This design comes from an exercise in tuning for small area, a short achievable clock period and few clock cycles on the open sky130 flow, not from production work.
At most, simulation tests tie the RTL to the original design; equivalence was not proved.

## xenon
Design seq_multi, start of the top module:
module seq_multi #(
    parameter WIDTH = 32
)
(
    input wire logic clk,
    input wire logic rst,
    input wire logic start,
    input wire logic [WIDTH - 1:0] multiplier,
    input wire logic [WIDTH - 1:0] multiplicand,
    output logic busy,
    output logic [(WIDTH * 2) - 1:0] product
);
    logic [63:0] s, c;         
    logic [31:0] m;            
    logic [31:17] q;           
    logic n8;                  
    logic bm, bq, bx, bd;
    wire accept = start & ~busy;
    wire need_b = |multiplier[31:17];
    wire [63:0] psum;
    assign product = psum;
    wire [31:0] ms = bm ? m : multiplicand;
    wire [32:0] qa = {multiplier, 1'b0};     
    wire ng0 = ~bq & (qa[2]);
    wire on0 = ~bq & (qa[1] ^ qa[0]);
    wire tw0 = ~bq & ((qa[2] & ~qa[1] & ~qa[0]) | (~qa[2] & qa[1] & qa[0]));
    wire ng1 = bq ? (q[19]) : (qa[4]);
    wire on1 = bq ? (q[18] ^ q[17]) : (qa[3] ^ qa[2]);
    wire tw1 = bq ? ((q[19] & ~q[18] & ~q[17]) | (~q[19] & q[18] & q[17])) : ((qa[4] & ~qa[3] & ~qa[2]) | (~qa[4] & qa[3] & qa[2]));
    wire ng2 = bq ? (q[21]) : (qa[6]);
  ...
clock: 5.0 ns
lec_check: 0
cap_margin: 20
core_margin: 2
core_utilization: 55
setup_slack_margin: 0.5
slew_margin: 20
standard.sh (not shown) runs the stock make flow with config.mk's settings and CLKGATE_MAP_FILE= SYNTH_SCRIPT=/design/flow/synth_recipe.tcl, a recipe that flattens the netlist after the stock synthesis.
==> flow/flow/run.sh <==
#!/bin/bash
# The standard layout, with the port buffers made of buf_1 cells instead of the
# delay-buffer cells buffer_ports picks by default.
set -euo pipefail
export BUFFER_PORTS_ARGS="-buffer_cell sky130_fd_sc_hd__buf_1"
bash standard.sh finish > standard.log 2>&1
Testbench counts of xenon, summed over its fixed seeds: cycles 907.
## Diff of input files: indigo against xenon
diff --git a/flow/design.v b/flow/design.v
--- a/flow/design.v
+++ b/flow/design.v
@@ -12,15 +12,16 @@
 );
     logic [63:0] s, c;         
     logic [31:0] m;            
     logic [31:17] q;           
     logic n8;                  
     logic bm, bq, bx, bd;
     wire accept = start & ~busy;
-    wire need_b = |multiplier[31:17];
+    wire mz = ~|multiplicand;
+    wire need_b = |multiplier[31:17] & ~mz;
     wire [63:0] psum;
     assign product = psum;
     wire [31:0] ms = bm ? m : multiplicand;
     wire [32:0] qa = {multiplier, 1'b0};     
     wire ng0 = ~bq & (qa[2]);
     wire on0 = ~bq & (qa[1] ^ qa[0]);
     wire tw0 = ~bq & ((qa[2] & ~qa[1] & ~qa[0]) | (~qa[2] & qa[1] & qa[0]));
@@ -41,15 +42,15 @@
     wire tw5 = bq ? ((q[27] & ~q[26] & ~q[25]) | (~q[27] & q[26] & q[25])) : ((qa[12] & ~qa[11] & ~qa[10]) | (~qa[12] & qa[11] & qa[10]));
     wire ng6 = bq ? (q[29]) : (qa[14]);
     wire on6 = bq ? (q[28] ^ q[27]) : (qa[13] ^ qa[12]);
     wire tw6 = bq ? ((q[29] & ~q[28] & ~q[27]) | (~q[29] & q[28] & q[27])) : ((qa[14] & ~qa[13] & ~qa[12]) | (~qa[14] & qa[13] & qa[12]));
     wire ng7 = bq ? (q[31]) : (qa[16]);
     wire on7 = bq ? (q[30] ^ q[29]) : (qa[15] ^ qa[14]);
     wire tw7 = bq ? ((q[31] & ~q[30] & ~q[29]) | (~q[31] & q[30] & q[29])) : ((qa[16] & ~qa[15] & ~qa[14]) | (~qa[16] & qa[15] & qa[14]));
-    wire ng8 = ~bq & (qa[18]);
+    wire ng8 = ~bq & (qa[18]) & ~mz;
     wire on8 = ~bq & (qa[17] ^ qa[16]);
     wire tw8 = ~bq & ((qa[18] & ~qa[17] & ~qa[16]) | (~qa[18] & qa[17] & qa[16]));
     wire [8:0] ng = {ng8, ng7, ng6, ng5, ng4, ng3, ng2, ng1, ng0};
     wire [8:0] on = {on8, on7, on6, on5, on4, on3, on2, on1, on0};
     wire [8:0] tw = {tw8, tw7, tw6, tw5, tw4, tw3, tw2, tw1, tw0};
     wire [33:0] ms2 = {1'b0, ms, 1'b0};    
     wire [32:0] pp0 = (({33{on[0]}} & ms2[33:1]) | ({33{tw[0]}} & ms2[32:0])) ^ {33{ng[0]}};
@@ -1217,15 +1218,15 @@
         busy <= ~rst & accept & need_b;
         bm <= ~rst & start & ~bm & need_b;
         bq <= ~rst & start & ~bq & need_b;
         bx <= ~rst & start & ~bx & need_b;
         bd <= ~rst & start & ~bd & need_b;
         m <= multiplicand;
         q <= multiplier[31:17];
-        n8 <= multiplier[17];
+        n8 <= multiplier[17] & ~mz;
         if (start & ~bd) begin
             s <= ts;
             c <= tc;
         end else if (bd) begin
             s <= {ts[47:0], product[15:0]};
             c <= {tc[47:0], 16'd0};
         end else begin
[summary]
When indigo is set beside xenon, its routed wire length turns out to be about 3% larger. Number of filler cells placed in the layout up 17 in indigo wrt xenon. xenon and indigo ended up with roughly the same met1 layer wirelength in the final routing. Layout-stage area growth over the synthesis result ended up 3.8 points higher on indigo than on xenon. Diff xenon -> indigo | vertical extent of the die | increase of 2.1 um. Final area is lower on xenon. For indigo, the end point of the critical path was product[43], unlike xenon, where it was product[54]. Higher number of nets in the layout among indigo and xenon: indigo. As of indigo, final estimated routing congestion in global placement had risen by a few percent compared to xenon. Clock buffer instance count of the final layout in indigo is 1 below xenon. Going from xenon to indigo, the die area was enlarged.
Function not checked in indigo: the RTL went through the layout flow alone.

==> static timing again, ports no longer ideal <==
No port has a modelled driver above. Below, the same layouts with a new extraction and two added sets of constraints.
Step 1: set_driving_cell puts a clkbuf_16 on clk and a buf_2 on each other input, an assumption about the parent block.
Step 2 moves the port delays by t, midway between the first and last clock arrival at a register: inputs arrive t later, outputs are due t later. That takes back most of the time a late clock gives input paths.
Slacks: ideal ports / drivers / drivers and shift; pairs: ideal ports / drivers.
run | shift t [ns] | setup slack, ns | worst setup path after step 2
xenon | 0.549 | 0.451 / 0.391 / 0.027 | input to register
indigo | 0.550 | 0.434 / 0.374 / -0.035 | input to register
Met with ideal ports but missed after step 2: setup timing in indigo. The setup slack of indigo, which loses most, moves by -0.060 ns with the drivers and by -0.469 ns with both steps.
